Context: an optimization exercise on an open-source flow, tuned for small area. The choices shown serve that exercise and are no tape-out recipe.
Function was checked by simulation only, so behaviour that the tests miss may differ from the original.
The flow treats the clock pin as an ideal source. Dropping or thinning the clock tree relies on that and would not hold on a real chip.
No activity file was given, so power comes from the tool's default toggle rates.

===== design.v =====
`timescale 1ns / 1ps
module FPCVT(D, S, E, F);
    input wire [12:0] D;
    output wire S;
    output wire [2:0] E;
    output wire [4:0] F;
    assign S = D[12];
    wire [11:0] y = D[11:0] ^ {12{D[12]}};    
    wire e2 = |y[11:8];
    wire e1 = e2 ? (y[11] | y[10]) : (y[7] | y[6]);
    wire e0 = e2 ? (e1 ? y[11] : y[9]) : (e1 ? y[7] : y[5]);
    wire [5:0] st;
    assign st[0] = y[0];
    genvar g;
    generate for (g = 1; g < 6; g = g + 1) begin : stk
        assign st[g] = st[g-1] & y[g];
    end endgenerate
    wire [13:0] x = {y, 2'b00};
    wire [13:0] xs4 = e2 ? (x >> 4) : x;
    wire [13:0] xs2 = e1 ? (xs4 >> 2) : xs4;
    wire [13:0] xs1 = e0 ? (xs2 >> 1) : xs2;
    wire [7:0] sv = {st, 2'b11};    
    wire [7:0] ss4 = e2 ? (sv >> 4) : sv;
    wire [7:0] ss2 = e1 ? (ss4 >> 2) : ss4;
    wire [7:0] ss1 = e0 ? (ss2 >> 1) : ss2;
    wire [3:0] f = xs1[5:2];
    wire f4 = xs1[6];
    wire r = xs1[1];
    wire sk = ss1[0];
    wire ez = ~(e2 | e1 | e0);
    wire c = ez ? S : (r | (S & sk));
    wire c1 = c & f[0];
    wire c2 = c1 & f[1];
    wire c3 = c2 & f[2];
    wire c4 = c3 & f[3];
    wire [3:0] fi = f ^ {c3, c2, c1, c};
    wire ovf = c4 & f4;
    wire sat = ovf & e2 & e1 & e0;
    wire o1 = ovf & e0;
    wire o2 = o1 & e1;
    assign E = {e2 | o2, e1 ^ o1 | sat, e0 ^ ovf | sat};
    assign F[4] = f4 | c4;
    assign F[3:0] = fi | {4{sat}};
endmodule
`timescale 1ns / 1ps
module fpcvt_top (
    input wire clk,
    input wire [12:0] D,
    output reg S,
    output reg [2:0] E,
    output reg [4:0] F
);
    wire s_c;
    wire [2:0] e_c;
    wire [4:0] f_c;
    reg s_q;
    reg [2:0] e_q;
    reg [4:0] f_q;
    FPCVT conv (.D(D), .S(s_c), .E(e_c), .F(f_c));
    always @(posedge clk) begin
        s_q <= s_c;
        e_q <= e_c;
        f_q <= f_c;
        S <= s_q;
        E <= e_q;
        F <= f_q;
    end
endmodule

===== flow/run.sh =====
#!/bin/bash
# Own layout flow: the standard flow, with two changes.
#  1. Synthesis is ORFS's synthesis script unchanged except for the ABC script used to map the
#     combinational logic, which is area-oriented (flow/area.abc). The registers, their names and
#     cell types are checked against the standard synthesis; on any difference the standard
#     netlist is used.
#     Yosys does not map half/full adders to cells, so ABC sees all the logic.
#  2. Ports are buffered with sky130_fd_sc_hd__buf_1.
set -uo pipefail
W=$PWD
F=$W/flow
R=$W/orfs/results/$FLOW_PLATFORM/fpcvt_top/base

# standard synthesis, kept for reference
bash standard.sh synth > $W/synth_standard.log 2>&1 || exit 1
cp $R/1_2_yosys.v $W/std_1_2_yosys.v

# area synthesis: ORFS's synth.tcl with only the abc call's script replaced
sed 's|^\(\s*\)log_cmd abc {\*}\$abc_args$|\1log_cmd abc -script $::area_abc_script {*}[lrange $abc_args 2 end]|' \
  $FLOW_HOME/scripts/synth.tcl > $W/synth_area.tcl
sed "s|@AREA_ABC@|$F/area.abc|; s|@SYNTH_AREA@|$W/synth_area.tcl|" $F/mysynth.tcl > $W/mysynth.tcl
sed "s|SYNTH_SCRIPT=[^ ]*|SYNTH_SCRIPT=$W/mysynth.tcl|" standard.sh > $W/area.sh

regs() { grep -oE '^\s*sky130_fd_sc_hd__[a-z0-9]+_[0-9]+\s+\S+' "$1" | grep -E '__(df|ed|sd|se)' | sed -E 's/_[0-9]+\s+/ /; s/^\s+//' | sort; }

use_area=0
if grep -q 'area_abc_script' $W/synth_area.tcl; then
  rm -f $R/1_2_yosys.v $R/1_synth.odb $R/1_synth.sdc
  if bash $W/area.sh ADDER_MAP_FILE= synth > $W/synth_area.log 2>&1; then
    regs $W/std_1_2_yosys.v > $W/regs_std.txt
    regs $R/1_2_yosys.v > $W/regs_area.txt
    if [[ -s $W/regs_std.txt ]] && cmp -s $W/regs_std.txt $W/regs_area.txt; then
      use_area=1
    fi
  fi
fi
if [[ $use_area == 0 ]]; then
  echo "area synthesis not used; falling back to the standard netlist" | tee $W/fallback.txt
  rm -f $R/1_synth.odb $R/1_synth.sdc
  cp $W/std_1_2_yosys.v $R/1_2_yosys.v
  touch $R/1_2_yosys.v
fi

bash standard.sh "BUFFER_PORTS_ARGS=-buffer_cell sky130_fd_sc_hd__buf_1" finish > $W/layout.log 2>&1

===== flow/area.abc =====
strash
&get -n
&dch -f
&nf -R 1000
&put
topo

===== flow/mysynth.tcl =====
proc synth {args} { yosys synth -nofsm -noshare {*}$args }
set ::area_abc_script @AREA_ABC@
source @SYNTH_AREA@
# left out here: clear keep_hierarchy, flatten, clean up, hide names made inside functions, write 1_2_yosys.v

===== standard.sh =====
#!/bin/bash
# synth_recipe.tcl (not shown) runs the flow's synth.tcl, then flattens the netlist and writes it again
# the make line also repeats each setting of config.mk as NAME=value (left out here)
make -C /OpenROAD-flow-scripts/flow DESIGN_CONFIG=/design/flow/config.mk WORK_HOME=/design/flow/orfs CLKGATE_MAP_FILE= SYNTH_SCRIPT=/design/flow/synth_recipe.tcl "${@:-finish}"

===== config.mk =====
export PLATFORM = sky130hd
export DESIGN_NAME = fpcvt_top
export DESIGN_NICKNAME = fpcvt_top
export VERILOG_FILES = /design/flow/design.v
export SDC_FILE = /design/flow/constraint.sdc
export NUM_CORES = 4
export LEC_CHECK = 0
export CAP_MARGIN = 20
export CORE_AREA = 2.5 2.5 69.5 69.5
export CTS_BUF_LIST = sky130_fd_sc_hd__clkbuf_4
export CTS_CLUSTER_DIAMETER = 100
export CTS_CLUSTER_SIZE = 30
export DIE_AREA = 0 0 72 72
export SLEW_MARGIN = 20

===== constraint.sdc =====
create_clock -name core_clock -period 10.0 [get_ports {clk}]
set_input_delay 2.0000 -clock core_clock [delete_from_list [all_inputs] [get_ports {clk}]]
set_output_delay 2.0000 -clock core_clock [all_outputs]
set_load 0.01 [all_outputs]

==> impl_metrics.json, run 1 <==
{
  "timing.max_cap.violations": 0,
  "crit_arrival_ns": 6.70,
  "relSlewSlack_pct": 40.6,
  "avgSynthCellArea_sq_um": 8.33,
  "fmax_ghz": 0.153,
  "path_cells": "buf_1, xor2_1, nand2b_1, nor3_1, and2_0, nand2_1, o21ai_0, buf_4, nor2_1, a21oi_1, clkinv_1, a21oi_1, nor4_1, a211oi_1, or2_0, nor2_1, and2_0, nand2_1, nor3_1, nand2_1, o21ai_0",
  "finalMaxSlewViolations": 0,
  "firstDrtPassIters": 4,
  "crit_path_end_kind": "flop",
  "die_h_um": 72,
  "path_class": "in2reg",
  "hold_viol": 0,
  "io-pin-count": 23,
  "vias": 696,
  "grt.total_usage_pct": 5.86,
  "grt_pass1_vias": 618,
  "globalplace.congestion": 0.733,
  "grt_first_pass_wirelength_um": 2470,
  "synth_seq_area_share_pct": 43.2,
  "grt.overflow.total": 0,
  "worstSetupStartpointType": "input pin",
  "cts.repair.resized": 0,
  "hp-class": "reg2reg",
  "dp_hpwl_um": 1190,
  "post_synth_num_cell_types": 20,
  "cts_max_level": 1,
  "async_flop_share_pct": 0,
  "status": "no timing/DRC/antenna violations",
  "fin_crit_ns": 6.54,
  "grt_max_degree": 18,
  "holdBufCountCts": 0,
  "dieArea_sq_um": 5180,
  "setup_viol": 0,
  "drt-vias-per-instance": 3.89,
  "die_w_um": 72,
  "tritoncts": "built",
  "syn-num-nets": 114,
  "placementRows": 24,
  "clock_path_buffers": 2,
  "drc_errors": 0,
  "ys.flop_type": "dfxtp_1",
  "start_util_pct": 19.1,
  "rr_startpoint": "e_q[0]",
  "area_growth_pct": 21.8,
  "setup_tns_ns": 0,
  "layout-drive-gt1-share_pct": 3.15,
  "startpoint": "D[12]",
  "fin_crit_sh_pct": 65.4,
  "rsz0062_at_grt": "no",
  "antenna-diode-count": 0,
  "tightestPinTransition_ns": 0.885,
  "cpPeakStageDelay_ns": 0.74,
  "dpl-instance-area_sq_um": 988,
  "ctsRootBufferMaster": "clkbuf_4",
  "nets": 142,
  "ant_nets": 0,
  "design_area_sq_um": 1010,
  "powerDensity_nw_per_um2": 189,
  "critPathSlowestCell": "nor3_1",
  "synth_edf_count": 0,
  "clock_latency_ns": 0.27,
  "finalClockSkew_ns": 0.000544,
  "post_cts_buffers": 0,
  "cts_made_buffers": 3,
  "hp-start": "s_q",
  "yosysWarningCount": 1,
  "cp.required_ns": 10.16,
  "drt_iter0_markers": 5,
  "io_buffers": 22,
  "power_leakage_nw": 0.380,
  "yosysTopAreaCell": "dfxtp_1",
  "cts.clk_slew.worst_paths_ns": 0.09,
  "ys_seq_elements": 18,
  "crit_fanout": 17,
  "synthesis.area_sq_um": 833,
  "totalWireLength_um": 1490,
  "synthCells": 100,
  "peakVddDrop_uv": 40.5,
  "crit_top_cell": "nand2_1",
  "clkSinkCount": 18,
  "core_area_sq_um": 4350,
  "antenna_found_initial": 0,
  "ys_top_cells_by_area": "dfxtp_1 43%, xnor2_1 9.5%, nand2_1 6.8%",
  "synth.top_cell.area_share_pct": 43.2,
  "wl_per_cell_um": 8.34
}
-- metal layers --
layer / GRT usage [%] / share of wire, %
met1: 6.88 / 47
met5: 0 / 0
met3: 0.694 / 3.7
met2: 10.4 / 48
met4: 3.14 / 1.5
-- report_power, final --
part / switching, mW / internal (mW) / total [mW]
clock: 0.0191 / 0.0144 / 0.0335
combinational: 0.0371 / 0.0243 / 0.0614
sequential: 0.00408 / 0.0931 / 0.0972
-- layout make-up --
type                       instances  area, sq um
clock buffer                       3         22.5
clock inverter                     1         3.75
fill                             478         3340
inverter                           1         3.75
multi-input combinational         81          469
sequential                        18          360
tap                               52         65.1
timing repair buffer              23         90.1
-- per-stage QoR --
step                      utilization (%)  setup slack [ns]  power [mW]  std cells  hold WS [ns]
after CTS                            23.3              3.44       0.195        179         0.334
after global placement               22.7              3.25       0.161        175         0.312
after detailed placement             22.7              3.16       0.161        175         0.312
after floorplan                         -              4.18       0.142        100         0.310
final                                23.3              3.46       0.192        179         0.333
after global routing                 23.3              2.83       0.207        179         0.338
-- worst paths after layout --
kind                 end  slack (ns)  cells after the start
setup / recovery  f_q[2]        3.46                     21
hold / removal         S        0.33                      0
setup reg to reg    E[0]        9.60                      0
hold reg to reg        S        0.33                      0
-- logic make-up (layout without fill, tap and decap cells) --
logic type,Yosys count,after routing,share of synthesized area (%)
AO/OA/AOI/OAI,20,20,12.9
XOR/XNOR,14,14,14.7
buffers and inverters,1,28,0.450
flip-flops,18,18,43.2
multiplexers,5,5,6.31
AND/OR/NAND/NOR,42,42,22.4
-- state kept, by name, indices dropped and copies added, names as in the netlist --
name  flops
F         5
e_q       3
f_q       5
E         3
S         1
s_q       1
-- cells in the mapped netlist, drive strengths merged (2+ instances only) --
cell and instances:
xnor2 9, a21oi 7, nor3 3, nand2b 3, nor2 14, mux2 2, and2 3, mux2i 3
o21ai 10, nand2 15, xor2 5, dfxtp 18
-- layout by cell type (no fill, tap or decap) --
cell type and instances:
nor2_1 14, a22o_1 1, a31oi_1 1, and2_0 3, nor3_1 3, xnor2_1 9
clkbuf_4 3, a21oi_1 7, buf_4 1, o21ai_0 10, and3_1 1, buf_1 22
clkinv_1 2, mux2_1 2, dfxtp_1 18, nor4_1 1, mux2i_1 3, nand2_1 15
nand2b_1 3, a211oi_1 1, xor2_1 5, or2_0 1, or3_1 1
-- critical path, delay by kind of cell --
family	cells	cell delay, ns
compound gates	5	1.17
xor+xnor	1	0.18
buf+inv	3	1.12
simple gates	12	2.24
==> inputs of run 2 (changes only) <==
--- a/design.v
+++ b/design.v
@@ -6,27 +6,27 @@
     output wire [4:0] F;
     assign S = D[12];
-    wire [11:0] y = D[11:0] ^ {12{D[12]}};    
-    wire e2 = |y[11:8];
-    wire e1 = e2 ? (y[11] | y[10]) : (y[7] | y[6]);
-    wire e0 = e2 ? (e1 ? y[11] : y[9]) : (e1 ? y[7] : y[5]);
-    wire [5:0] st;
-    assign st[0] = y[0];
+    wire [11:0] y = D[11:0] ^ {12{D[12]}};
+    wire s4 = ~|y[11:8];
+    wire [11:3] z4 = s4 ? {y[7:0], 1'b0} : y[11:3];
+    wire s2 = ~|z4[11:10];
+    wire [11:5] z2 = s2 ? z4[9:3] : z4[11:5];
+    wire s1 = ~z2[11];
+    wire [11:6] n = s1 ? z2[10:5] : z2[11:6];
+    wire e2 = ~s4, e1 = ~s2, e0 = ~s1;
+    wire ez = s4 & s2 & s1;
+    wire [6:0] zt;             
+    assign zt[6] = ~y[11];
     genvar g;
-    generate for (g = 1; g < 6; g = g + 1) begin : stk
-        assign st[g] = st[g-1] & y[g];
+    generate for (g = 5; g >= 0; g = g - 1) begin : zc
+        assign zt[g] = zt[g+1] & ~y[g+5];
     end endgenerate
-    wire [13:0] x = {y, 2'b00};
-    wire [13:0] xs4 = e2 ? (x >> 4) : x;
-    wire [13:0] xs2 = e1 ? (xs4 >> 2) : xs4;
-    wire [13:0] xs1 = e0 ? (xs2 >> 1) : xs2;
-    wire [7:0] sv = {st, 2'b11};    
-    wire [7:0] ss4 = e2 ? (sv >> 4) : sv;
-    wire [7:0] ss2 = e1 ? (ss4 >> 2) : ss4;
-    wire [7:0] ss1 = e0 ? (ss2 >> 1) : ss2;
-    wire [3:0] f = xs1[5:2];
-    wire f4 = xs1[6];
-    wire r = xs1[1];
-    wire sk = ss1[0];
-    wire ez = ~(e2 | e1 | e0);
+    wire [5:0] sm;
+    generate for (g = 0; g < 6; g = g + 1) begin : sc
+        assign sm[g] = y[g] | zt[g+1];
+    end endgenerate
+    wire sk = &sm;
+    wire [3:0] f = n[10:7];
+    wire f4 = n[11];
+    wire r = n[6];
     wire c = ez ? S : (r | (S & sk));
     wire c1 = c & f[0];
--- a/flow/run.sh
+++ b/flow/run.sh
@@ -7,4 +7,5 @@
 #     Yosys does not map half/full adders to cells, so ABC sees all the logic.
 #  2. Ports are buffered with sky130_fd_sc_hd__buf_1.
+#  3. After CTS, the clock tree is replaced by a single clock buffer (flow/onebuf.tcl).
 set -uo pipefail
 W=$PWD
@@ -42,3 +43,3 @@
 fi
 
-bash standard.sh "BUFFER_PORTS_ARGS=-buffer_cell sky130_fd_sc_hd__buf_1" finish > $W/layout.log 2>&1
+bash standard.sh "BUFFER_PORTS_ARGS=-buffer_cell sky130_fd_sc_hd__buf_1" "POST_CTS_TCL=$F/onebuf.tcl" finish > $W/layout.log 2>&1
==> flow/onebuf.tcl (new file) <==
# Replace the clock tree that CTS built with one buffer: the root buffer, driven by the clock
# port, drives every flip-flop clock pin directly. Leaf buffers and dummy loads are removed.
set block [ord::get_db_block]
set root [$block findInst clkbuf_0_clk]
if { $root != "NULL" } {
  set rootnet [[$root findITerm X] getNet]
  set rootname [$rootnet getName]
  foreach inst [$block getInsts] {
    set name [$inst getName]
    if { $name != "clkbuf_0_clk" && ([string match clkbuf_* $name] || [string match clkload* $name]) } {
      set outs {}
      foreach it [$inst getITerms] {
        if { [$it isOutputSignal] && [$it getNet] != "NULL" } { lappend outs [[$it getNet] getName] }
      }
      set loads {}
      foreach on $outs {
        foreach it [[$block findNet $on] getITerms] {
          if { [$it isInputSignal] } { lappend loads [list [[$it getInst] getName] [[$it getMTerm] getName]] }
        }
      }
      delete_instance $name
      foreach l $loads {
        if { [lindex $l 0] == $name } { continue }
        set pin [lindex $l 0]/[lindex $l 1]
        disconnect_pin [get_nets -of_objects [get_pins $pin]] $pin
        connect_pin $rootname $pin
      }
      foreach on $outs { catch { delete_net $on } }
    }
  }
  # place the buffer at the centre of its loads
  set sx 0; set sy 0; set n 0
  foreach it [$rootnet getITerms] {
    if { [$it isInputSignal] } {
      set b [[$it getInst] getBBox]
      set sx [expr {$sx + ([$b xMin] + [$b xMax]) / 2}]
      set sy [expr {$sy + ([$b yMin] + [$b yMax]) / 2}]
      incr n
    }
  }
  if { $n > 0 } {
    $root setLocation [expr {$sx / $n}] [expr {$sy / $n}]
    $root setPlacementStatus PLACED
  }
  detailed_placement
  set flops [get_pins -of_objects [get_nets $rootname] -filter "direction == input"]
  foreach cell {sky130_fd_sc_hd__clkbuf_2 sky130_fd_sc_hd__clkbuf_4 sky130_fd_sc_hd__clkbuf_8 sky130_fd_sc_hd__clkbuf_16} {
    replace_cell clkbuf_0_clk $cell
    estimate_parasitics -placement
    set worst 0
    foreach p $flops {
      set s [get_property $p slew_max]
      if { $s > $worst } { set worst $s }
    }
    puts "one clock buffer: $cell, worst flip-flop clock slew $worst"
    if { $worst <= 0.095 } { break }
  }
  detailed_placement
  check_placement -verbose
  estimate_parasitics -placement
}
--- a/config.mk
+++ b/config.mk
@@ -9,6 +9,6 @@
 export CORE_AREA = 2.5 2.5 69.5 69.5
 export CTS_BUF_LIST = sky130_fd_sc_hd__clkbuf_4
-export CTS_CLUSTER_DIAMETER = 100
-export CTS_CLUSTER_SIZE = 30
 export DIE_AREA = 0 0 72 72
+export GPL_TIMING_DRIVEN = 0
+export PLACE_DENSITY = 0.8
 export SLEW_MARGIN = 20
==> run 2 against run 1 <==
Compared with the run above: still clean on timing, DRC and antenna; combinational power fell by about 10%; clock skew about the same; maximum frequency rose by 13%; die area unchanged; register-to-register slack hardly changed; worst setup slack better by 0.73 ns; area after synthesis is 2.1% lower; sequential share of layout area is 1.4 points higher; wire length shrank 5.4%; largest power group unchanged.
==> impl_metrics.json, run 2 <==
{
  "status": "no timing/DRC/antenna violations",
  "die_h_um": 72,
  "cts.clk_slew.worst_paths_ns": 0.09,
  "setup_viol": 0,
  "antenna_found_initial": 0,
  "worstSetupStartpointType": "input pin",
  "fin_crit_sh_pct": 58.1,
  "timing.max_cap.violations": 0,
  "fillers": 482,
  "hp-start": "s_q",
  "ys_top_cells_by_count": "21 x nand2_1, 18 x dfxtp_1, 9 x nor2_1, 9 x o21ai_0, 8 x xnor2_1",
  "crit_path_end_kind": "flop",
  "globalplace.congestion": 0.844,
  "fmax_ghz": 0.172,
  "grt.met3_usage_pct": 0.417,
  "hold_depth": 0,
  "cp.required_ns": 10.08,
  "critPathSlowestCell": "buf_1",
  "final_common_cell": "buf_1",
  "post_synth_num_cell_types": 22,
  "synth_seq_area_share_pct": 44.2,
  "grt.total_usage_pct": 5.86,
  "yosysWarningCount": 1,
  "crit_top_cell": "nand2_1",
  "r2r-end": "F[3]",
  "relSlewSlack_pct": 45.2,
  "synthesis.area_sq_um": 816,
  "cp_num_buf_inv": 1,
  "powerDensity_nw_per_um2": 177,
  "async_flop_share_pct": 0,
  "ant_nets": 0,
  "clock_latency_ns": 0.15,
  "synth.most_common_cell": "nand2_1",
  "grt_first_pass_wirelength_um": 2290,
  "finalClockSkew_ns": 0.000826,
  "hp-class": "reg2reg",
  "dp_hpwl_um": 1170,
  "syn-num-nets": 112,
  "hold_end": "S",
  "met2_usage_pct": 9.57,
  "drt_iter0_markers": 51,
  "rr_startpoint": "f_q[3]",
  "grt.overflow.total": 0,
  "setup_tns_ns": 0,
  "ff2ff_path_depth": 0,
  "start_util_pct": 18.7,
  "drc_errors": 0,
  "fin_crit_ns": 5.81,
  "regArea_sq_um": 360,
  "wl_per_cell_um": 8.16,
  "grt_max_degree": 19,
  "path_class": "in2reg",
  "vias": 690,
  "rsz0062_at_grt": "no",
  "grt_use_met1_pct": 8.74,
  "crit_fanout": 14,
  "tightestPinTransition_ns": 0.821,
  "synth.top_cell.area_share_pct": 44.2,
  "grt_pass1_vias": 558,
  "cpPeakStageDelay_ns": 0.60,
  "synthCells": 98,
  "synth_edf_count": 0,
  "placementRows": 24,
  "peakVddDrop_uv": 64.9,
  "cpLargestDelayFamily": "simple AND/OR/NAND/NOR gates",
  "ff2ff_setup_slack_ns": 9.60,
  "path_cells": "buf_1, xor2_1, nand2b_1, nor2_1, and2_0, a21boi_0, nand2_1, nor2_1, o221ai_1, a21oi_1, a21o_1, nand2_1, or2_0, nor3_1, and2_0, nand2_1, o21ai_0",
  "power_leakage_nw": 0.364,
  "setup_ws_ns": 4.19,
  "io_buffers": 22,
  "nets": 137,
  "hold_viol": 0,
  "finalMaxSlewViolations": 0,
  "layout-drive-gt1-share_pct": 0.826,
  "area_growth_pct": 19.8,
  "totalWireLength_um": 1410,
  "ys.flop_type": "dfxtp_1",
  "core_area_sq_um": 4350,
  "drt-vias-per-instance": 3.99,
  "ys_seq_elements": 18,
  "busiest_layer": "met2",
  "yosysTopAreaCell": "dfxtp_1",
  "io-pin-count": 23,
  "clkSinkCount": 18,
  "multi_input_area_sq_um": 452,
  "firstDrtPassIters": 4,
  "layout_common_cells": "22 x buf_1, 21 x nand2_1, 18 x dfxtp_1",
  "antenna-diode-count": 0,
  "finish.utilization_pct": 22.4,
  "ys_top_cells_by_area": "dfxtp_1 44%, nand2_1 9.7%, xnor2_1 8.6%",
  "dieArea_sq_um": 5180,
  "top_regs": "F: 5 flops, f_q: 5 flops",
  "crit_arrival_ns": 5.89,
  "die_w_um": 72,
  "avgSynthCellArea_sq_um": 8.32,
  "pre_cts_slack_ns": 4.03
}
==> run 2: how the worst max path moves through the flow <==
stage	startpoint	cells past startpoint	endpoint	slack (ns)
6_report	D[12]	17	e_q[0]	4.19
3_5_place_dp	D[12]	17	e_q[0]	4.03
5_1_grt	D[12]	17	f_q[2]	3.66
3_3_place_gp	D[12]	17	f_q[2]	4.13
2_1_floorplan	D[12]	16	e_q[0]	5.29
==> run 2: where the power goes <==
group / switching (mW) / internal (mW) / total, mW
sequential: 0.00329 / 0.0905 / 0.0938
clock: 0.0147 / 0.00924 / 0.0239
combinational: 0.0337 / 0.0215 / 0.0551
==> run 2: layer usage <==
layer | vias to the layer above | routed length (um)
li1 | 380 | -
met2 | 25 | 558
met3 | 0 | 105
met4 | 0 | 0
met5 | - | 0
met1 | 285 | 747
==> run 2: cell type report <==
type,instances,area share [%]
inverters,1,0.384
clock buffers,1,1.41
multi-input cells,79,46.2
flip-flops and latches,18,36.9
repair buffers,22,8.45
well taps,52,6.66
==> run 2: cells by family after synthesis <==
family                    share of synthesized area [%]
and+or+nand+nor                                    20.2
AOI/OAI and AO/OA                                  17.6
DFF                                                44.2
xor gates and xnor gates                           15.0
muxes                                              2.45
buffers and inverters                             0.460
==> run 2: through the flow <==
stage          hold WS (ns)  std cells  power, mW  area (sq um)
6_report              0.333        173      0.173           977
5_1_grt               0.340        173      0.185           977
3_5_place_dp          0.312        172      0.151           963
3_3_place_gp          0.312        172      0.150           963
2_1_floorplan         0.310         98      0.135           816
==> inputs of run 3 (changes only) <==
--- a/design.v
+++ b/design.v
@@ -7,6 +7,7 @@
     assign S = D[12];
     wire [11:0] y = D[11:0] ^ {12{D[12]}};
+    genvar g;
     wire s4 = ~|y[11:8];
-    wire [11:3] z4 = s4 ? {y[7:0], 1'b0} : y[11:3];
+    wire [11:3] z4 = s4 ? {y[7:0], S} : y[11:3];
     wire s2 = ~|z4[11:10];
     wire [11:5] z2 = s2 ? z4[9:3] : z4[11:5];
@@ -15,19 +16,18 @@
     wire e2 = ~s4, e1 = ~s2, e0 = ~s1;
     wire ez = s4 & s2 & s1;
-    wire [6:0] zt;             
-    assign zt[6] = ~y[11];
-    genvar g;
-    generate for (g = 5; g >= 0; g = g - 1) begin : zc
-        assign zt[g] = zt[g+1] & ~y[g+5];
+    wire [3:0] f = n[10:7];
+    wire r = n[6];
+    wire [5:0] st;
+    assign st[0] = y[0];
+    generate for (g = 1; g < 6; g = g + 1) begin : stk
+        assign st[g] = st[g-1] & y[g];
     end endgenerate
-    wire [5:0] sm;
-    generate for (g = 0; g < 6; g = g + 1) begin : sc
-        assign sm[g] = y[g] | zt[g+1];
-    end endgenerate
-    wire sk = &sm;
-    wire [3:0] f = n[10:7];
+    wire [7:0] sv = {st, 2'b11};
+    wire [7:0] ss4 = e2 ? (sv >> 4) : sv;
+    wire [7:0] ss2 = e1 ? (ss4 >> 2) : ss4;
+    wire [7:0] ss1 = e0 ? (ss2 >> 1) : ss2;
+    wire sk = ss1[0];
     wire f4 = n[11];
-    wire r = n[6];
-    wire c = ez ? S : (r | (S & sk));
+    wire c = r | (S & sk);
     wire c1 = c & f[0];
     wire c2 = c1 & f[1];
@@ -37,9 +37,8 @@
     wire ovf = c4 & f4;
     wire sat = ovf & e2 & e1 & e0;
-    wire o1 = ovf & e0;
-    wire o2 = o1 & e1;
-    assign E = {e2 | o2, e1 ^ o1 | sat, e0 ^ ovf | sat};
+    wire [2:0] ev = {e2, e1, e0};
+    assign E = sat ? 3'd7 : ev + ovf;
     assign F[4] = f4 | c4;
-    assign F[3:0] = fi | {4{sat}};
+    assign F[3:0] = sat ? 4'hf : fi;
 endmodule
 `timescale 1ns / 1ps
==> flow/run.sh (replaced) <==
#!/bin/bash
# Own layout flow: the standard flow (standard.sh), with these changes.
#  1. Synthesis is ORFS's synthesis script unchanged except for the ABC script that maps the
#     combinational logic (flow/abc*.abc, area-oriented) and no adder cell mapping, so ABC sees
#     all the logic. Each ABC script is tried; a result is kept only if its registers (names and
#     cell types) are those of the standard synthesis and it is proved equivalent to the
#     standard netlist (flow/eqcheck.tcl). The smallest kept result is laid out; if none is
#     kept, the standard netlist is.
#  2. Ports are buffered with sky130_fd_sc_hd__buf_1.
#  3. After CTS, the clock tree is replaced by a single buffer (flow/onebuf.tcl).
# Each tool's output goes to a log file in this folder.
set -uo pipefail
W=$PWD
F=$W/flow
R=$W/orfs/results/$FLOW_PLATFORM/fpcvt_top/base
REP=$W/orfs/reports/$FLOW_PLATFORM/fpcvt_top/base
LIB=$(ls $FLOW_HOME/platforms/$FLOW_PLATFORM/lib/sky130_fd_sc_hd__tt_025C_1v80.lib)

# standard synthesis, the reference for registers and function
bash standard.sh synth > $W/synth_standard.log 2>&1 || exit 1
cp $R/1_2_yosys.v $W/std_1_2_yosys.v

regs() { grep -oE '^\s*sky130_fd_sc_hd__[a-z0-9]+_[0-9]+\s+\S+' "$1" | grep -E '__(df|ed|sd|se)' | sed -E 's/_[0-9]+\s+/ /; s/^\s+//' | sort; }
regs $W/std_1_2_yosys.v > $W/regs_std.txt

sed 's|^\(\s*\)log_cmd abc {\*}\$abc_args$|\1log_cmd abc -script $::area_abc_script {*}[lrange $abc_args 2 end]|' \
  $FLOW_HOME/scripts/synth.tcl > $W/synth_area.tcl
best=""
best_area=""
if grep -q 'area_abc_script' $W/synth_area.tcl && [[ -s $W/regs_std.txt ]]; then
  for a in $F/abc*.abc; do
    k=$(basename $a .abc)
    sed "s|@AREA_ABC@|$a|; s|@SYNTH_AREA@|$W/synth_area.tcl|" $F/mysynth.tcl > $W/mysynth_$k.tcl
    sed "s|SYNTH_SCRIPT=[^ ]*|SYNTH_SCRIPT=$W/mysynth_$k.tcl|" standard.sh > $W/area_$k.sh
    rm -f $R/1_2_yosys.v $REP/synth_stat.txt
    bash $W/area_$k.sh ADDER_MAP_FILE= $R/1_2_yosys.v > $W/synth_$k.log 2>&1 || continue
    [[ -f $R/1_2_yosys.v && -f $REP/synth_stat.txt ]] || continue
    cp $R/1_2_yosys.v $W/${k}_1_2_yosys.v
    regs $W/${k}_1_2_yosys.v > $W/regs_$k.txt
    cmp -s $W/regs_std.txt $W/regs_$k.txt || continue
    EQ_LIB=$LIB EQ_A=$W/std_1_2_yosys.v EQ_B=$W/${k}_1_2_yosys.v EQ_TOP=$FLOW_TOP \
      timeout 600 yosys -c $F/eqcheck.tcl > $W/eqcheck_$k.log 2>&1 || continue
    area=$(grep -E "Chip area for (top )?module" $REP/synth_stat.txt | tail -1 | awk '{print $NF}')
    echo "$k $area" >> $W/synth_areas.txt
    if [[ -z "$best" ]] || awk -v a="$area" -v b="$best_area" 'BEGIN{exit !(a < b)}'; then
      best=$k; best_area=$area
    fi
  done
fi
rm -f $R/1_synth.odb $R/1_synth.sdc
if [[ -n "$best" ]]; then
  echo "using $best ($best_area um2)" > $W/synth_choice.txt
  cp $W/${best}_1_2_yosys.v $R/1_2_yosys.v
else
  echo "using the standard netlist" > $W/synth_choice.txt
  cp $W/std_1_2_yosys.v $R/1_2_yosys.v
fi
touch $R/1_2_yosys.v

bash standard.sh "BUFFER_PORTS_ARGS=-buffer_cell sky130_fd_sc_hd__buf_1" "POST_CTS_TCL=$F/onebuf.tcl" finish > $W/layout.log 2>&1
==> flow/abc1.abc (new file) <==
strash
&get -n
&dch -f
&nf -R 1000
&put
mfs3 -a
topo
==> flow/abc2.abc (new file) <==
strash
&get -n
&dch -f
&nf -R 1000
&put
mfs3 -a
strash
&get -n
&dch -f
&nf -R 1000
&put
mfs3 -a
topo
==> flow/abc3.abc (new file) <==
strash
&get -n
&dch -f
&nf -R 1000
&put
mfs3 -a
strash
&get -n
&dch -f
&nf -R 1000
&put
mfs3 -a
strash
&get -n
&dch -f
&nf -R 1000
&put
mfs3 -a
topo
==> flow/abc4.abc (new file) <==
strash
&get -n
&dch -f
&nf -R 1000
&put
topo
==> flow/abc5.abc (new file) <==
strash
dch -f
map -a
topo
==> flow/eqcheck.tcl (new file) <==
# Prove that two synthesized netlists of the top module behave the same, pairing their
# registers by name (a miter proved by temporal induction). Library cells are read as their
# functions. Exits non-zero on a difference.
yosys -import
set lib $::env(EQ_LIB)
read_liberty -ignore_miss_func $lib
read_verilog $::env(EQ_A)
yosys rename $::env(EQ_TOP) gold
read_verilog $::env(EQ_B)
yosys rename $::env(EQ_TOP) gate
hierarchy -check
flatten
opt_clean
miter -equiv -flatten -make_outputs -ignore_gold_x gold gate miter
hierarchy -top miter
sat -verify -tempinduct -prove trigger 0 -set-init-zero -seq 1 miter
--- a/flow/onebuf.tcl
+++ b/flow/onebuf.tcl
@@ -45,5 +45,6 @@
   detailed_placement
   set flops [get_pins -of_objects [get_nets $rootname] -filter "direction == input"]
-  foreach cell {sky130_fd_sc_hd__clkbuf_2 sky130_fd_sc_hd__clkbuf_4 sky130_fd_sc_hd__clkbuf_8 sky130_fd_sc_hd__clkbuf_16} {
+  foreach cell {sky130_fd_sc_hd__clkbuf_2 sky130_fd_sc_hd__buf_2 sky130_fd_sc_hd__clkbuf_4 sky130_fd_sc_hd__buf_4
+                 sky130_fd_sc_hd__buf_6 sky130_fd_sc_hd__clkbuf_8 sky130_fd_sc_hd__buf_8 sky130_fd_sc_hd__clkbuf_16} {
     replace_cell clkbuf_0_clk $cell
     estimate_parasitics -placement
@@ -54,5 +55,5 @@
     }
     puts "one clock buffer: $cell, worst flip-flop clock slew $worst"
-    if { $worst <= 0.095 } { break }
+    if { $worst <= 0.110 } { break }
   }
   detailed_placement
removed: flow/area.abc
==> run 3 against run 2 <==
Compared with the run above: sequential power about the same; synthesized cell count shrank 4.1%; sequential cell count unchanged; total power down 2.8%; clock power down 4%; die area did not move; first-iteration DRC count fell by 45%; global-route usage is 0.12 points lower; non-clock buffer count rose by 1; register-to-register slack about the same; largest cell class unchanged.
==> impl_metrics.json, run 3 <==
{
  "ant_nets": 0,
  "hp-class": "reg2reg",
  "hold_depth": 0,
  "timing.max_cap.violations": 0,
  "synthCells": 94,
  "fmax_ghz": 0.165,
  "power_leakage_nw": 0.360,
  "placementRows": 24,
  "grt_first_pass_wirelength_um": 2200,
  "antenna_found_initial": 0,
  "area_growth_pct": 21.8,
  "multi_input_area_sq_um": 419,
  "syn-num-nets": 108,
  "grt.overflow.total": 0,
  "holdWs_ns": 0.336,
  "layout_common_cells": "22 x buf_1, 18 x dfxtp_1, 18 x o21ai_0",
  "setup_tns_ns": 0,
  "finalClockSkew_ns": 0.000868,
  "relSlewSlack_pct": 31.6,
  "dieArea_sq_um": 5180,
  "finalMaxSlewViolations": 0,
  "setup_ws_ns": 3.95,
  "powerDensity_nw_per_um2": 174,
  "fillers": 477,
  "grt_pass1_vias": 554,
  "drt-vias-per-instance": 3.94,
  "rsz0062_at_grt": "no",
  "avgSynthCellArea_sq_um": 8.43,
  "fin_crit_ns": 6.05,
  "top_regs": "F: 5 flops, f_q: 5 flops",
  "drc_errors": 0,
  "peakVddDrop_uv": 65.8,
  "vias": 670,
  "nets": 134,
  "worstSetupPathDepth": 17,
  "worstSetupStartpointType": "input pin",
  "cp.required_ns": 10.03,
  "crit_path_end_kind": "flop",
  "dp_hpwl_um": 1130,
  "cpPeakStageDelay_ns": 0.81,
  "antenna-diode-count": 0,
  "final_cells": 170,
  "fin_crit_sh_pct": 60.5,
  "cpLargestDelayFamily": "compound AO/OA/AOI/OAI gates",
  "die_w_um": 72,
  "crit_fanout": 14,
  "cts.clk_slew.worst_paths_ns": 0.10,
  "io-pin-count": 23,
  "hold_viol": 0,
  "path_cells": "buf_1, xor2_1, nor4_2, buf_4, a21oi_1, clkinv_1, o21ai_0, clkinv_1, o21ai_0, o21ai_0, a21oi_1, and2_0, nand2_1, nor2_1, nand2_1, xnor2_1, nand2_1",
  "clock_latency_ns": 0.13,
  "core_area_sq_um": 4350,
  "grt.total_usage_pct": 5.74,
  "power_mw": 0.168,
  "yosysWarningCount": 1,
  "start_util_pct": 18.2,
  "totalWireLength_um": 1340,
  "wl_per_cell_um": 7.86,
  "ff2ff_path_depth": 0,
  "layout-drive-gt1-share_pct": 2.54,
  "io_buffers": 22,
  "regArea_sq_um": 360,
  "path_class": "in2reg",
  "globalplace.congestion": 0.787,
  "die_h_um": 72,
  "grt_max_degree": 19,
  "status": "no timing/DRC/antenna violations",
  "setup_viol": 0,
  "final_common_cell": "buf_1",
  "synthesis.area_sq_um": 792,
  "clkSinkCount": 18,
  "drt_iter0_markers": 28,
  "dp.cells": 169,
  "tightestPinTransition_ns": 1.02,
  "pre_cts_slack_ns": 3.80,
  "critPathSlowestCell": "o21ai_0",
  "crit_arrival_ns": 6.08,
  "cp_num_buf_inv": 4,
  "firstDrtPassIters": 4
}
-- run 3: final timing paths --
kind	from	end	slack, ns
max	D[12]	e_q[1]	3.95
min	s_q	S	0.34
max reg2reg	f_q[3]	F[3]	9.60
min reg2reg	s_q	S	0.34
-- run 3: routing by layer --
metal	vias up	global-route usage, %	wire length, um
li1	363	-	-
met1	280	7.46	642
met2	25	10.2	586
met3	2	0.694	98
met4	0	1.26	8
met5	-	0	0
-- run 3: cell type report --
cell class	instances	share of cell area, %
clock buffer	1	1.17
timing repair buffer	23	9.34
sequential	18	37.4
multi-input combinational	71	43.5
inverter	5	1.95
tap	52	6.74
-- run 3: through the flow --
stage	utilization (%)	instance area, sq um
floorplan	-	792
global placement	21.6	940
detailed placement	21.9	953
global route	22.2	965
finish	22.2	965
-- run 3: report_power, final --
group | switching, mW | internal (mW)
combinational | 0.0320 | 0.0193
sequential | 0.00335 | 0.0904
clock | 0.0148 | 0.00806
total | 0.0502 | 0.118
==> inputs of run 4 (changes only) <==
--- a/config.mk
+++ b/config.mk
@@ -6,5 +6,5 @@
 export NUM_CORES = 4
 export LEC_CHECK = 0
-export CAP_MARGIN = 20
+export CAP_MARGIN = 0
 export CORE_AREA = 2.5 2.5 69.5 69.5
 export CTS_BUF_LIST = sky130_fd_sc_hd__clkbuf_4
@@ -12,3 +12,3 @@
 export GPL_TIMING_DRIVEN = 0
 export PLACE_DENSITY = 0.8
-export SLEW_MARGIN = 20
+export SLEW_MARGIN = 0
==> run 4 against run 3 <==
Compared with the run above: highest routed layer unchanged; critical path type unchanged; synthesized cell count did not move; combinational power about the same; clock-buffer cell count did not move.
==> impl_metrics.json, run 4 <==
{
  "fmax_ghz": 0.155,
  "p_sw_mw": 0.0502,
  "setup_viol": 0,
  "cp_num_buf_inv": 2,
  "peakVddDrop_uv": 67.2,
  "drt_iter0_markers": 35,
  "ant_nets": 0,
  "io_buffers": 22,
  "cpLargestDelayFamily": "simple AND/OR/NAND/NOR gates",
  "regArea_sq_um": 360,
  "critPathSlowestCell": "nor4_2",
  "switching_share_pct": 29.9,
  "finalMaxSlewViolations": 0,
  "p_seq_share_pct": 56.0,
  "crit_arrival_ns": 6.50,
  "power_leakage_nw": 0.354,
  "clock_latency_ns": 0.13,
  "dp_hpwl_um": 1140,
  "dp.cells": 168,
  "io-pin-count": 23,
  "avgSynthCellArea_sq_um": 8.43,
  "grt_first_pass_wirelength_um": 2220,
  "syn-num-nets": 108,
  "relSlewSlack_pct": 28.1,
  "synthesis.area_sq_um": 792,
  "antenna_found_initial": 0,
  "grt.total_usage_pct": 5.77,
  "setup_ws_ns": 3.53,
  "layout-drive-gt1-share_pct": 1.71,
  "grt.met3_usage_pct": 0.417,
  "globalplace.congestion": 0.787,
  "firstDrtPassIters": 6,
  "nets": 133,
  "die_h_um": 72,
  "powerDensity_nw_per_um2": 175,
  "antenna-diode-count": 0,
  "dieArea_sq_um": 5180,
  "cp.required_ns": 10.03,
  "power_frac_comb_pct": 30.5,
  "path_cells": "buf_1, xor2_1, nor4_2, a21oi_1, o21ai_0, clkinv_1, o21ai_0, o21ai_0, a21oi_1, and2_0, nand2_1, nor2_1, nand2_1, xnor2_1, nand2_1",
  "fillers": 468,
  "hp-class": "reg2reg",
  "grt_pass1_vias": 550,
  "hold_viol": 0,
  "die_w_um": 72,
  "design_area_sq_um": 957,
  "multi_input_area_sq_um": 419,
  "status": "no timing/DRC/antenna violations",
  "drt-vias-per-instance": 3.96,
  "pre_cts_slack_ns": 3.40,
  "area_growth_pct": 20.9,
  "finalClockSkew_ns": 0.00172,
  "fin_crit_ns": 6.47,
  "path_class": "in2reg",
  "busiest_layer": "met2",
  "finish.utilization_pct": 22.0,
  "drc_errors": 0,
  "setup_tns_ns": 0,
  "timing.max_cap.violations": 0,
  "core_area_sq_um": 4350,
  "vias": 670,
  "p_clk_share_pct": 13.6,
  "p_int_mw": 0.118,
  "met2_usage_pct": 9.98,
  "crit_fanout": 14,
  "yosysWarningCount": 1,
  "fin_crit_sh_pct": 64.7,
  "final_cells": 169,
  "tightestPinTransition_ns": 1.07,
  "final_common_cell": "buf_1",
  "layout_common_cells": "22 x buf_1, 18 x dfxtp_1, 18 x o21ai_0",
  "grt_use_met1_pct": 7.89,
  "cts.clk_slew.worst_paths_ns": 0.10,
  "cpPeakStageDelay_ns": 0.98,
  "crit_path_end_kind": "flop",
  "dpl-instance-area_sq_um": 946,
  "totalWireLength_um": 1350,
  "grt.overflow.total": 0,
  "grt_max_degree": 19,
  "start_util_pct": 18.2,
  "placementRows": 24,
  "wl_per_cell_um": 7.99,
  "synthCells": 94,
  "rsz0062_at_grt": "no",
  "top_regs": "F: 5 flops, f_q: 5 flops",
  "worstSetupStartpointType": "input pin",
  "clkSinkCount": 18
}
run 4: metal layers:
layer	share of wire, %	vias to the layer above	routed length, um
li1	-	361	-
met1	50	286	677
met2	44	21	599
met3	4.7	2	64
met4	0.59	0	8
met5	0	-	0
run 4: power groups by stage:
stage / clock network [mW] / registers (mW) / logic (mW)
final: 0.0228 / 0.0939 / 0.0511
after global routing: 0.0261 / 0.0954 / 0.0586
after detailed placement: 0 / 0.0957 / 0.0514
after global placement: 0 / 0.0955 / 0.0502
after floorplan: 0 / 0.101 / 0.0304
run 4: stage by stage:
step / hold slack (ns) / total power [mW]
2_1_floorplan: 0.310 / 0.131
3_3_place_gp: 0.312 / 0.146
3_5_place_dp: 0.312 / 0.147
5_1_grt: 0.341 / 0.180
6_report: 0.336 / 0.168
run 4: final cells by class:
class	instances	area share [%]
Clock buffer	1	1.18
Inverter	5	1.96
Timing Repair Buffer	22	8.63
Tap cell	52	6.80
Multi-Input combinational cell	71	43.8
Sequential cell	18	37.6
run 4: path summary, 6_finish.rpt:
kind	end	start	slack [ns]	cells after the start
hold reg to reg	S	s_q	0.34	0
setup reg to reg	F[1]	f_q[1]	9.60	0
setup / recovery	e_q[1]	D[12]	3.53	15
hold / removal	S	s_q	0.34	0
==> inputs of run 5 (changes only) <==
--- a/flow/run.sh
+++ b/flow/run.sh
@@ -8,5 +8,6 @@
 #     kept, the standard netlist is.
 #  2. Ports are buffered with sky130_fd_sc_hd__buf_1.
-#  3. After CTS, the clock tree is replaced by a single buffer (flow/onebuf.tcl).
+#  3. All pins are placed close together on one edge (flow/io.tcl).
+#  4. After CTS, the clock tree is replaced by a single buffer (flow/onebuf.tcl).
 # Each tool's output goes to a log file in this folder.
 set -uo pipefail
@@ -58,3 +59,3 @@
 touch $R/1_2_yosys.v
 
-bash standard.sh "BUFFER_PORTS_ARGS=-buffer_cell sky130_fd_sc_hd__buf_1" "POST_CTS_TCL=$F/onebuf.tcl" finish > $W/layout.log 2>&1
+bash standard.sh "BUFFER_PORTS_ARGS=-buffer_cell sky130_fd_sc_hd__buf_1" "POST_CTS_TCL=$F/onebuf.tcl" "IO_CONSTRAINTS=$F/io.tcl" finish > $W/layout.log 2>&1
==> flow/io.tcl (new file) <==
# Keep all pins together on the right edge, so the cells, and with them the flip-flops that the
# single clock buffer drives, stay close together.
set_io_pin_constraint -pin_names [concat [get_ports -quiet {*}] ] -region right:22-50
==> run 5 against run 4 <==
Compared with the run above: the flow now stops in 3_2_place_iop; area after synthesis stayed put; synthesized cell count stayed put.
==> impl_metrics.json, run 5 <==
{
  "status": "did not finish",
  "haltStage": "3_2_place_iop",
  "tool.error": "[ERROR PPL-0111] 1 constraint(s) does not have available slots for the pins.",
  "die_w_um": 72,
  "die_h_um": 72,
  "yosysWarningCount": 1,
  "placementRows": 24,
  "avgSynthCellArea_sq_um": 8.43,
  "syn-num-nets": 108,
  "synthCells": 94,
  "start_util_pct": 18.2,
  "synthesis.area_sq_um": 792
}
==> inputs of run 6 (changes only) <==
==> flow/abc6.abc (new file) <==
strash
&get -n
&dch -f
&nf -R 1000
&put
mfs3 -ae -H 6 -K 8 -R 4
strash
&get -n
&dch -f
&nf -R 1000
&put
mfs3 -ae -H 6 -K 8 -R 4
strash
&get -n
&dch -f
&nf -R 1000
&put
mfs3 -ae -H 6 -K 8 -R 4
topo
==> flow/abc7.abc (new file) <==
strash
&get -n
&dch -f
&nf -R 1000
&put
mfs3 -ae -H 5 -K 8
strash
&get -n
&dch -f
&nf -R 1000
&put
mfs3 -ae -H 5 -K 8
strash
&get -n
&dch -f
&nf -R 1000
&put
mfs3 -ae -H 5 -K 8
strash
&get -n
&dch -f
&nf -R 1000
&put
mfs3 -ae -H 5 -K 8
topo
==> flow/abc8.abc (new file) <==
strash
&get -n
&dch -f
&nf -R 1000
&put
mfs3 -ae -H 5 -K 8
strash
&get -n
&dch -f
&nf -R 1000
&put
mfs3 -ae -H 5 -K 8
strash
&get -n
&dch -f
&nf -R 1000
&put
mfs3 -ae -H 5 -K 8
topo
==> flow/io.tcl (replaced) <==
# Keep all pins together on the right edge, so the cells, and with them the flip-flops that the
# single clock buffer drives, stay close together.
set_io_pin_constraint -pin_names [concat [get_ports -quiet {*}] ] -region right:16-56
==> run 6 against run 5 <==
Compared with the run above: synthesized cell count fell by 6.4%; area after synthesis is 0.63% lower; the run now finishes clean.
==> impl_metrics.json, run 6 <==
{
  "wl_per_cell_um": 8.68,
  "setup_ws_ns": 4.02,
  "clkSinkCount": 18,
  "p_int_mw": 0.117,
  "drt_iter0_markers": 56,
  "crit_path_end_kind": "flop",
  "powerDensity_nw_per_um2": 174,
  "dp_hpwl_um": 1160,
  "rsz0062_at_grt": "no",
  "area_growth_pct": 21.9,
  "finalClockSkew_ns": 0.00102,
  "hold_viol": 0,
  "tightestPinTransition_ns": 1.01,
  "firstDrtPassIters": 4,
  "cts.clk_slew.worst_paths_ns": 0.09,
  "setup_tns_ns": 0,
  "fillers": 464,
  "antenna_found_initial": 0,
  "crit_arrival_ns": 6.00,
  "power_frac_comb_pct": 31.0,
  "antenna-diode-count": 0,
  "grt.total_usage_pct": 5.40,
  "final_cells": 164,
  "design_area_sq_um": 960,
  "drt-vias-per-instance": 4.20,
  "dp.cells": 163,
  "layout-drive-gt1-share_pct": 2.68,
  "dieArea_sq_um": 5180,
  "synthCells": 88,
  "relSlewSlack_pct": 32.3,
  "totalWireLength_um": 1420,
  "crit_fanout": 14,
  "pre_cts_slack_ns": 3.92,
  "timing.max_cap.violations": 0,
  "fin_crit_sh_pct": 59.8,
  "die_h_um": 72,
  "p_clk_share_pct": 13.2,
  "grt_max_degree": 19,
  "globalplace.congestion": 0.854,
  "switching_share_pct": 29.8,
  "peakVddDrop_uv": 55.5,
  "synthesis.area_sq_um": 787,
  "hp-start": "e_q[1]",
  "io-pin-count": 23,
  "multi_input_area_sq_um": 433,
  "core_area_sq_um": 4350,
  "finish.utilization_pct": 22.0,
  "status": "no timing/DRC/antenna violations",
  "io_buffers": 22,
  "grt_first_pass_wirelength_um": 2090,
  "fmax_ghz": 0.167,
  "power_mw": 0.167,
  "startpoint": "D[12]",
  "cp.required_ns": 10.02,
  "regArea_sq_um": 360,
  "syn-num-nets": 102,
  "avgSynthCellArea_sq_um": 8.94,
  "vias": 689,
  "placementRows": 24,
  "grt.overflow.total": 0,
  "die_w_um": 72,
  "final_common_cell": "buf_1",
  "layout_common_cells": "22 x buf_1, 18 x dfxtp_1, 11 x xor2_1, 11 x nand2_1, 10 x o21ai_0",
  "ant_nets": 0,
  "holdWs_ns": 0.335,
  "p_sw_mw": 0.0497,
  "start_util_pct": 18.1,
  "finalMaxSlewViolations": 0,
  "setup_viol": 0,
  "top_regs": "F: 5 flops, f_q: 5 flops",
  "grt_pass1_vias": 553,
  "p_seq_share_pct": 55.8,
  "drc_errors": 0,
  "path_class": "in2reg",
  "clock_latency_ns": 0.12,
  "fin_crit_ns": 5.98,
  "power_leakage_nw": 0.374,
  "rr_startpoint": "s_q",
  "worstSetupStartpointType": "input pin",
  "hp-class": "reg2reg",
  "nets": 128,
  "yosysWarningCount": 1,
  "dpl-instance-area_sq_um": 948
}
run 6: cell type report:
class | count | area share, %
repair buffers | 23 | 9.39
well taps | 52 | 6.78
clock buffers | 1 | 1.17
multi-input cells | 70 | 45.1
flip-flops and latches | 18 | 37.5
run 6: final timing paths:
check | end | slack [ns] | depth (start not counted)
setup / recovery | e_q[1] | 4.02 | 15
hold / removal | E[1] | 0.33 | 0
setup reg to reg | S | 9.60 | 0
hold reg to reg | E[1] | 0.33 | 0
run 6: routing by layer:
metal	wire length [um]	vias to the layer above	part of all wire [%]	GRT usage (%)
li1	-	354	-	-
met1	624	296	44	6.45
met2	619	33	43	9.36
met3	134	6	9.4	0.417
met4	45	0	3.2	3.35
met5	0	-	0	0
run 6: power by group through the flow:
stage / Clock, mW / Sequential, mW / Combinational, mW
5_1_grt: 0.0249 / 0.0939 / 0.0573
3_3_place_gp: 0 / 0.0947 / 0.0497
2_1_floorplan: 0 / 0.0997 / 0.0298
6_report: 0.0221 / 0.0931 / 0.0517
3_5_place_dp: 0 / 0.0949 / 0.0512
run 6: critical path: stages:
cell and delay (ns):
buf_1 0.61, xor2_1 0.28, nor4_2 0.56, buf_4 0.25, a21oi_1 0.10, o21ai_0 0.80, nand2_1 0.16, o311a_1 0.21
a21oi_1 0.24, and3_1 0.25, nand2b_1 0.12, nor2_1 0.16, nand2_1 0.09, o21ai_0 0.09, o21bai_1 0.09
==> inputs of run 7 (changes only) <==
--- a/flow/run.sh
+++ b/flow/run.sh
@@ -5,9 +5,10 @@
 #     all the logic. Each ABC script is tried; a result is kept only if its registers (names and
 #     cell types) are those of the standard synthesis and it is proved equivalent to the
-#     standard netlist (flow/eqcheck.tcl). The smallest kept result is laid out; if none is
-#     kept, the standard netlist is.
+#     standard netlist (flow/eqcheck.tcl). The three smallest kept results are placed (standard
+#     flow up to repair_design after placement), and the one with the least cell area there,
+#     which counts the buffers and resizing its nets need, is laid out. If none is kept, the
+#     standard netlist is laid out.
 #  2. Ports are buffered with sky130_fd_sc_hd__buf_1.
-#  3. All pins are placed close together on one edge (flow/io.tcl).
-#  4. After CTS, the clock tree is replaced by a single buffer (flow/onebuf.tcl).
+#  3. After CTS, the clock tree is replaced by a single buffer (flow/onebuf.tcl).
 # Each tool's output goes to a log file in this folder.
 set -uo pipefail
@@ -17,4 +18,5 @@
 REP=$W/orfs/reports/$FLOW_PLATFORM/fpcvt_top/base
 LIB=$(ls $FLOW_HOME/platforms/$FLOW_PLATFORM/lib/sky130_fd_sc_hd__tt_025C_1v80.lib)
+LAYOUT_ARGS=("BUFFER_PORTS_ARGS=-buffer_cell sky130_fd_sc_hd__buf_1" "POST_CTS_TCL=$F/onebuf.tcl")
 
 # standard synthesis, the reference for registers and function
@@ -27,6 +29,5 @@
 sed 's|^\(\s*\)log_cmd abc {\*}\$abc_args$|\1log_cmd abc -script $::area_abc_script {*}[lrange $abc_args 2 end]|' \
   $FLOW_HOME/scripts/synth.tcl > $W/synth_area.tcl
-best=""
-best_area=""
+: > $W/synth_areas.txt
 if grep -q 'area_abc_script' $W/synth_area.tcl && [[ -s $W/regs_std.txt ]]; then
   for a in $F/abc*.abc; do
@@ -44,12 +45,33 @@
     area=$(grep -E "Chip area for (top )?module" $REP/synth_stat.txt | tail -1 | awk '{print $NF}')
     echo "$k $area" >> $W/synth_areas.txt
-    if [[ -z "$best" ]] || awk -v a="$area" -v b="$best_area" 'BEGIN{exit !(a < b)}'; then
-      best=$k; best_area=$area
-    fi
   done
 fi
+# the standard synthesis's files back in place, for the candidates' placements to start from
+cp $W/std_1_2_yosys.v $R/1_2_yosys.v
+touch -r $R/1_synth.odb $R/1_2_yosys.v
+
+# place the three smallest candidates
+: > $W/placed_areas.txt
+for k in $(sort -k2,2g -k1,1 $W/synth_areas.txt | head -3 | awk '{print $1}'); do
+  (
+    C=$W/cand_$k
+    CR=$C/results/$FLOW_PLATFORM/fpcvt_top/base
+    mkdir -p $CR
+    cp -p $R/* $CR/
+    rm -f $CR/1_synth.odb $CR/1_synth.sdc
+    cp $W/${k}_1_2_yosys.v $CR/1_2_yosys.v
+    touch $CR/1_2_yosys.v
+    sed "s|WORK_HOME=[^ ]*|WORK_HOME=$C|" standard.sh > $W/place_$k.sh
+    bash $W/place_$k.sh "${LAYOUT_ARGS[@]}" $CR/3_4_place_resized.odb > $W/place_$k.log 2>&1 || exit 0
+    a=$(AREA_ODB=$CR/3_4_place_resized.odb openroad -no_init -exit $F/area.tcl 2>&1 | awk '/^AREA/{print $2}')
+    [[ -n "$a" ]] && echo "$k $a" >> $W/placed_areas.txt
+  ) &
+done
+wait
+
+best=$(sort -k2,2g -k1,1 $W/placed_areas.txt | head -1 | awk '{print $1}')
 rm -f $R/1_synth.odb $R/1_synth.sdc
 if [[ -n "$best" ]]; then
-  echo "using $best ($best_area um2)" > $W/synth_choice.txt
+  echo "using $best" > $W/synth_choice.txt
   cp $W/${best}_1_2_yosys.v $R/1_2_yosys.v
 else
@@ -58,4 +80,5 @@
 fi
 touch $R/1_2_yosys.v
+rm -rf $W/cand_*/results/*/*/*/*.odb
 
-bash standard.sh "BUFFER_PORTS_ARGS=-buffer_cell sky130_fd_sc_hd__buf_1" "POST_CTS_TCL=$F/onebuf.tcl" "IO_CONSTRAINTS=$F/io.tcl" finish > $W/layout.log 2>&1
+bash standard.sh "${LAYOUT_ARGS[@]}" finish > $W/layout.log 2>&1
==> flow/abc1.abc (replaced) <==
strash
&get -n
&dch -f
&nf -R 1000
&put
mfs3 -a
strash
&get -n
&dch -f
&nf -R 1000
&put
mfs3 -a
strash
&get -n
&dch -f
&nf -R 1000
&put
mfs3 -a
topo
==> flow/abc2.abc (replaced) <==
strash
&get -n
&dch -f
&nf -R 1000
&put
mfs3 -ae -H 6 -K 8 -R 4
strash
&get -n
&dch -f
&nf -R 1000
&put
mfs3 -ae -H 6 -K 8 -R 4
strash
&get -n
&dch -f
&nf -R 1000
&put
mfs3 -ae -H 6 -K 8 -R 4
topo
==> flow/abc3.abc (replaced) <==
strash
&get -n
&dch -f
&nf -R 1000
&put
mfs3 -ae -H 5 -K 8
strash
&get -n
&dch -f
&nf -R 1000
&put
mfs3 -ae -H 5 -K 8
strash
&get -n
&dch -f
&nf -R 1000
&put
mfs3 -ae -H 5 -K 8
strash
&get -n
&dch -f
&nf -R 1000
&put
mfs3 -ae -H 5 -K 8
topo
==> flow/abc4.abc (replaced) <==
strash
&get -n
&dch -f
&nf -R 1000
&put
mfs3 -ae -H 5 -K 8
strash
&get -n
&dch -f
&nf -R 1000
&put
mfs3 -ae -H 5 -K 8
strash
&get -n
&dch -f
&nf -R 1000
&put
mfs3 -ae -H 5 -K 8
topo
==> flow/abc5.abc (replaced) <==
strash
&get -n
&dch -f
&nf -R 1000
&put
mfs3 -a
strash
&get -n
&dch -f
&nf -R 1000
&put
mfs3 -a
topo
==> flow/abc6.abc (replaced) <==
strash
&get -n
&dch -f
&nf -R 1000
&put
mfs3 -a
topo
==> flow/area.tcl (new file) <==
# Print the standard-cell area of a layout database, without tap and filler cells.
read_db $::env(AREA_ODB)
set total 0
foreach inst [[ord::get_db_block] getInsts] {
  set m [$inst getMaster]
  set n [$m getName]
  if { [string match *tapvpwrvgnd* $n] || [string match *__fill_* $n] || [string match *__decap_* $n] } { continue }
  set total [expr {$total + [$m getWidth] * [$m getHeight] / 1e6}]
}
puts "AREA $total"
removed: flow/abc7.abc
removed: flow/abc8.abc
removed: flow/io.tcl
==> run 7 against run 6 <==
Compared with the run above: sequential power is essentially flat; utilization is the same; hold slack is essentially flat; clock power grew 2%; die area is the same; clock skew shrank 0.00056 ns; register-to-register slack is essentially flat; area after synthesis is the same; sequential share of layout area is the same; via count shrank 1.5%; maximum frequency grew 6.4%; total power shrank 0.28%; critical path type unchanged; largest power group unchanged.
==> impl_metrics.json, run 7 <==
{
  "power_leakage_nw": 0.374,
  "p_sw_mw": 0.0493,
  "final_common_cell": "buf_1",
  "hp-start": "f_q[0]",
  "globalplace.congestion": 0.804,
  "setup_viol": 0,
  "top_regs": "F: 5 flops, f_q: 5 flops",
  "wl_per_cell_um": 7.99,
  "drt_iter0_markers": 23,
  "p_seq_share_pct": 55.9,
  "die_w_um": 72,
  "fillers": 466,
  "power_frac_comb_pct": 30.5,
  "path_cells": "buf_1, xor2_1, nor4_2, buf_4, a21o_1, nand2b_1, nor2_1, nor2_1, o21ai_0, o2111ai_1, o311a_1, a21oi_1, and3_1, nand2b_1, nor2_1, nand2_1, o21ai_0, o21bai_1",
  "core_area_sq_um": 4350,
  "ant_nets": 0,
  "grt_max_degree": 19,
  "ff2ff_setup_slack_ns": 9.60,
  "totalWireLength_um": 1310,
  "startpoint": "D[12]",
  "setup_tns_ns": 0,
  "io_buffers": 22,
  "clock_latency_ns": 0.12,
  "antenna_found_initial": 0,
  "relSlewSlack_pct": 39.5,
  "dp_hpwl_um": 1070,
  "fin_crit_sh_pct": 56.2,
  "dieArea_sq_um": 5180,
  "status": "no timing/DRC/antenna violations",
  "path_class": "in2reg",
  "grt.overflow.total": 0,
  "cp_num_buf_inv": 2,
  "vias": 679,
  "cpLargestDelayFamily": "simple AND/OR/NAND/NOR gates",
  "crit_path_end_kind": "flop",
  "synthCells": 88,
  "p_int_mw": 0.117,
  "cpPeakStageDelay_ns": 0.59,
  "peakVddDrop_uv": 58.4,
  "p_clk_share_pct": 13.6,
  "tightestPinTransition_ns": 0.898,
  "die_h_um": 72,
  "drt-vias-per-instance": 4.14,
  "finalMaxSlewViolations": 0,
  "design_area_sq_um": 960,
  "start_util_pct": 18.1,
  "final_cells": 164,
  "grt.total_usage_pct": 5.83,
  "io-pin-count": 23,
  "cts.clk_slew.worst_paths_ns": 0.10,
  "layout_common_cells": "22 x buf_1, 18 x dfxtp_1, 11 x xor2_1, 11 x nand2_1, 10 x o21ai_0",
  "critPathSlowestCell": "buf_1",
  "hp-class": "reg2reg",
  "cp.required_ns": 10.02,
  "timing.max_cap.violations": 0,
  "yosysWarningCount": 1,
  "fin_crit_ns": 5.62,
  "powerDensity_nw_per_um2": 173,
  "clkSinkCount": 18,
  "dpl-instance-area_sq_um": 948,
  "avgSynthCellArea_sq_um": 8.94,
  "switching_share_pct": 29.6,
  "drc_errors": 0,
  "crit_top_cell": "nor2_1",
  "finalClockSkew_ns": 0.000464,
  "firstDrtPassIters": 5,
  "rr_startpoint": "e_q[2]",
  "hold_viol": 0,
  "area_growth_pct": 21.9,
  "grt_pass1_vias": 620,
  "regArea_sq_um": 360,
  "crit_fanout": 14,
  "power_mw": 0.166,
  "multi_input_area_sq_um": 433,
  "synthesis.area_sq_um": 787,
  "worstSetupStartpointType": "input pin",
  "grt_first_pass_wirelength_um": 2300,
  "layout-drive-gt1-share_pct": 2.68,
  "antenna-diode-count": 0,
  "nets": 128,
  "dp.cells": 163,
  "rsz0062_at_grt": "no",
  "placementRows": 24,
  "fmax_ghz": 0.178,
  "syn-num-nets": 102,
  "crit_arrival_ns": 5.64
}
run 7: power by group through the flow:
stage	Clock (mW)	Combinational [mW]	Sequential (mW)
after floorplan	0	0.0298	0.0997
after global placement	0	0.0493	0.0949
after detailed placement	0	0.0506	0.0950
after global routing	0.0254	0.0582	0.0942
final	0.0226	0.0507	0.0931
run 7: path summary, 6_finish.rpt:
path / endpoint / cells after the start
setup / recovery: e_q[1] / 18
hold / removal: F[0] / 0
hold reg to reg: F[0] / 0
setup reg to reg: E[2] / 0
run 7: final cells by class:
type / count / share of cell area [%]
clock buffer: 1 / 1.17
multi-input combinational: 70 / 45.1
timing repair buffer: 23 / 9.39
sequential: 18 / 37.5
tap: 52 / 6.78
run 7: layer usage:
metal | track usage, % | vias up | share of wire (%)
li1 | - | 356 | -
met5 | 0 | - | 0
met3 | 0.556 | 4 | 4.9
met1 | 6.10 | 298 | 40
met2 | 11.7 | 21 | 53
met4 | 2.31 | 0 | 2.1
run 7: stage by stage:
stage / util [%] / hold slack (ns) / worst slack, ns
floorplan: - / 0.310 / 4.53
global placement: 21.5 / 0.312 / 3.21
detailed placement: 21.8 / 0.312 / 4.26
global route: 22.0 / 0.343 / 3.87
finish: 22.0 / 0.335 / 4.38

[separate check: timing with driven ports]
In the flow no input, the clock included, has a driving cell. The finished layouts below were timed again as built, in two steps.
Step 1 (the two cells are an assumption about what drives the block):
set clk [get_ports {clk}]
set_driving_cell -lib_cell sky130_fd_sc_hd__clkbuf_16 $clk
set_driving_cell -lib_cell sky130_fd_sc_hd__buf_2 [delete_from_list [all_inputs] $clk]
Step 2 times the ports against the registers' clock, not the clock port: input delays grow and output delays shrink by t, the midpoint of the rising clock arrivals with the driver on.
Three values: ideal ports, drivers, drivers and shift; two values: the first two.
run | shift t [ns] | slack for setup (ns) | worst setup path after step 2 | worst slew at a driven data input, ns
run 1 | 0.291 | 3.464 / 3.456 / 3.165 | input to register | 0.03
run 2 | 0.166 | 4.192 / 4.185 / 4.020 | input to register | 0.03
run 3 | 0.146 | 3.949 / 3.945 / 3.799 | input to register | 0.03
run 4 | 0.146 | 3.531 / 3.526 / 3.380 | input to register | 0.03
run 6 | 0.144 | 4.023 / 4.018 / 3.874 | input to register | 0.04
run 7 | 0.145 | 4.383 / 4.378 / 4.233 | input to register | 0.03
After both steps every run listed still meets setup and hold. For run 1, which loses most, drivers alone change the setup slack by -0.008 ns; drivers and shift together by -0.299 ns.
